This design comes from an exercise in tuning for small area and a short achievable clock period on the open sky130 flow, not from production work.
In this exercise RTL edits were held to simulation tests only and were not proved equivalent to the original.
No driver is modelled on the clock port, so clocking that relies on it looks cheaper here than on a real chip.

// parameterized_signed_alu
module parameterized_signed_alu #(parameter in_data_width=16,out_data_width=16,arith_out_data_width=32)(
input signed [in_data_width-1:0]A,B,
input clk,rst,
input [3:0]alu_fn,
output shift_flag,arith_flag,logic_flag,cmp_flag,carry_out,
output [out_data_width-1:0]shift_out,logic_out,cmp_out,
output signed[arith_out_data_width-1:0] arith_out
);
localparam K0 = 6;               
localparam RW = 16 - K0;         
localparam DSW = 1 + 16 + RW + RW + K0;    
localparam WW = (DSW > 32) ? DSW : 32;
wire arith_en = (alu_fn[3:2] == 2'b00);
wire logic_en = (alu_fn[3:2] == 2'b01);
wire cmp_en   = (alu_fn[3:2] == 2'b10);
wire shift_en = (alu_fn[3:2] == 2'b11);
wire [16:0] sum;
wire ge;
wire ad_sub = alu_fn[0] | alu_fn[3];
  wire [16:0] ad_c;
  wire [15:0] ad_bb = B ^ {16{ad_sub}};
  assign ad_c[0] = ad_sub;
  genvar ad_i;
  generate for (ad_i = 0; ad_i < 16; ad_i = ad_i + 1) begin : ad_bt
    alu_fa ad_u_fa (.a(A[ad_i]), .b(ad_bb[ad_i]), .c(ad_c[ad_i]), .s(sum[ad_i]), .co(ad_c[ad_i+1]));
  end endgenerate
  assign sum[16] = A[15] ^ ad_bb[15] ^ ad_c[16];
  assign ge = ad_c[16];
wire [31:0] prod;
  wire [16:0] mu_bx = {B, 1'b0};
  wire [7:0] mu_one, mu_two, mu_neg;
  wire [16:0] mu_pp0;
  wire mu_ppn0 = ~mu_pp0[16];
  wire [16:0] mu_pp1;
  wire mu_ppn1 = ~mu_pp1[16];
  wire [16:0] mu_pp2;
  wire mu_ppn2 = ~mu_pp2[16];
  wire [16:0] mu_pp3;
  wire mu_ppn3 = ~mu_pp3[16];
  wire [16:0] mu_pp4;
  wire mu_ppn4 = ~mu_pp4[16];
  wire [16:0] mu_pp5;
  wire mu_ppn5 = ~mu_pp5[16];
  wire [16:0] mu_pp6;
  wire mu_ppn6 = ~mu_pp6[16];
  wire [16:0] mu_pp7;
  wire mu_ppn7 = ~mu_pp7[16];
  wire [16:0] mu_ax = {A[15], A};
  wire [17:0] mu_ax2 = {A[15], A, 1'b0};
  genvar mu_i;
  generate for (mu_i = 0; mu_i < 8; mu_i = mu_i + 1) begin : mu_enc
    assign mu_one[mu_i] = mu_bx[2*mu_i+1] ^ mu_bx[2*mu_i];
    assign mu_two[mu_i] = (mu_bx[2*mu_i+2] & ~mu_bx[2*mu_i+1] & ~mu_bx[2*mu_i]) | (~mu_bx[2*mu_i+2] & mu_bx[2*mu_i+1] & mu_bx[2*mu_i]);
    assign mu_neg[mu_i] = mu_bx[2*mu_i+2];
  end endgenerate
  assign mu_pp0 = ({17{mu_one[0]}} & mu_ax | {17{mu_two[0]}} & mu_ax2[16:0]) ^ {17{mu_neg[0]}};
  ...
export LEC_CHECK = 0
export ABC_AREA = 1
export CAP_MARGIN = 20
export CORE_MARGIN = 2
export CORE_UTILIZATION = 70
export SLEW_MARGIN = 20
export SYNTH_HIERARCHICAL = 1
export SYNTH_MINIMUM_KEEP_SIZE = 0
create_clock -name core_clock -period 85.0 [get_ports {clk}]
standard.sh (not shown) runs the stock make flow with config.mk's settings and CLKGATE_MAP_FILE= SYNTH_SCRIPT=/design/flow/synth_recipe.tcl, a recipe that flattens the netlist after the stock synthesis.
==> flow/flow/run.sh <==
#!/bin/bash
export BUFFER_PORTS_ARGS="-buffer_cell sky130_fd_sc_hd__buf_2"
export PRE_CTS_TCL="$PWD/flow/tighten.tcl"
export TIGHT_PERIOD=29.0
bash standard.sh > standard.log 2>&1
==> flow/flow/tighten.tcl <==
# Runs at the start of the CTS step (PRE_CTS_TCL), on the placed design.
# Repair setup timing against a clock of TIGHT_PERIOD ns (same input/output delays),
# legalize, then restore the step's own constraints (the design's clock period).
set sdc_in $::env(RESULTS_DIR)/3_place.sdc
set f [open $sdc_in r]
set txt [read $f]
close $f
regsub -all -- {-period\s+[0-9.]+} $txt "-period $::env(TIGHT_PERIOD)" tight
set tight_sdc $::env(OBJECTS_DIR)/tight_clock.sdc
set f [open $tight_sdc w]
puts $f $tight
close $f

set_dont_use $::env(DONT_USE_CELLS)
read_sdc $tight_sdc
estimate_parasitics -placement
puts "tighten: worst slack at $::env(TIGHT_PERIOD) ns before repair: [sta::worst_slack_cmd max]"
repair_timing -setup -repair_tns 100 -verbose
detailed_placement
estimate_parasitics -placement
puts "tighten: worst slack at $::env(TIGHT_PERIOD) ns after repair: [sta::worst_slack_cmd max]"
read_sdc $sdc_in
puts "tighten: constraints restored from $sdc_in, worst slack [sta::worst_slack_cmd max]"
Change:
==> flow/flow/run.sh (replaced) <==
#!/bin/bash
cp standard.sh standard.sh.txt
export BUFFER_PORTS_ARGS="-buffer_cell sky130_fd_sc_hd__buf_2"
bash standard.sh > standard.log 2>&1
removed: flow/flow/tighten.tcl
After rerunning: Design area decreases by 5.9%; final cell count falls by 2.7%; clock-buffer cell count drops by 1; routed wire length fell by 7.3%.


maple:
Starting RTL as in the previous note.
==> flow/config.mk <==
export PLATFORM = sky130hd
export DESIGN_NAME = parameterized_signed_alu
export DESIGN_NICKNAME = parameterized_signed_alu
export VERILOG_FILES = /design/flow/design.v
export SDC_FILE = /design/flow/constraint.sdc
export NUM_CORES = 4
export LEC_CHECK = 0
export ABC_AREA = 1
export CAP_MARGIN = 20
export CORE_MARGIN = 2
export CORE_UTILIZATION = 85
export SLEW_MARGIN = 20
export SYNTH_HIERARCHICAL = 1
export SYNTH_MINIMUM_KEEP_SIZE = 0
==> flow/constraint.sdc <==
create_clock -name core_clock -period 85.0 [get_ports {clk}]
set_input_delay 17.0000 -clock core_clock [delete_from_list [all_inputs] [get_ports {clk}]]
set_output_delay 17.0000 -clock core_clock [all_outputs]
set_load 0.01 [all_outputs]
run.sh (not shown) runs the stock make flow with config.mk's settings and CLKGATE_MAP_FILE= SYNTH_SCRIPT=/design/flow/synth_recipe.tcl, a recipe that flattens the netlist after the stock synthesis.
Stock flow here: none of the scripts above is used.
Stage in which a tool error killed maple: global placement.
The following lists how birch was set up differently from maple:
Settings: swapping 85 for 70 in CORE_UTILIZATION.
Results
- birch vs maple on width of the die: birch is the higher one.
- Comparing maple against birch, there is no change at all in number of unique standard cell types used by synthesis.
- In the reports for birch and maple, the smaller effective utilization at floorplan belongs to birch.
- [compare] base=maple new=birch: y dimension of the die shows an increase of 14 µm, count of standard-cell rows shows an increase of 5.
- Every stage of the flow completed for birch, and the final layout passed the timing, design-rule and antenna checks.

==> separate check: timing with driven ports <==
In the flow no input, the clock included, has a driving cell. The finished layouts below were timed again as built, in two steps.
Step 1 (the two cells are an assumption about what drives the block):
set clk [get_ports {clk}]
set_driving_cell -lib_cell sky130_fd_sc_hd__clkbuf_16 $clk
set_driving_cell -lib_cell sky130_fd_sc_hd__buf_2 [delete_from_list [all_inputs] $clk]
Step 2 adds t to the input delays and takes it off the output delays; t is the mean of the earliest and latest rising clock arrival at the registers after step 1. Input paths then give back, and output paths get back, about the clock's delay inside the block.
Slacks: ideal / step 1 / step 2; pairs: ideal / step 1.
| run | t, ns | slack for setup (ns) | worst slew at a driven data input, ns |
|---|---|---|---|
| the first run of note 1 | 0.326 | 55.374 / 55.335 / 55.120 | 0.15 |
| the second run of note 1 | 0.328 | 54.298 / 54.301 / 53.987 | 0.08 |
| birch | 0.335 | 53.812 / 53.835 / 53.500 | 0.04 |
After both steps setup and hold are still met in every run listed. For birch, which loses most, drivers alone change the setup slack by +0.023 ns; drivers and shift together by -0.312 ns.
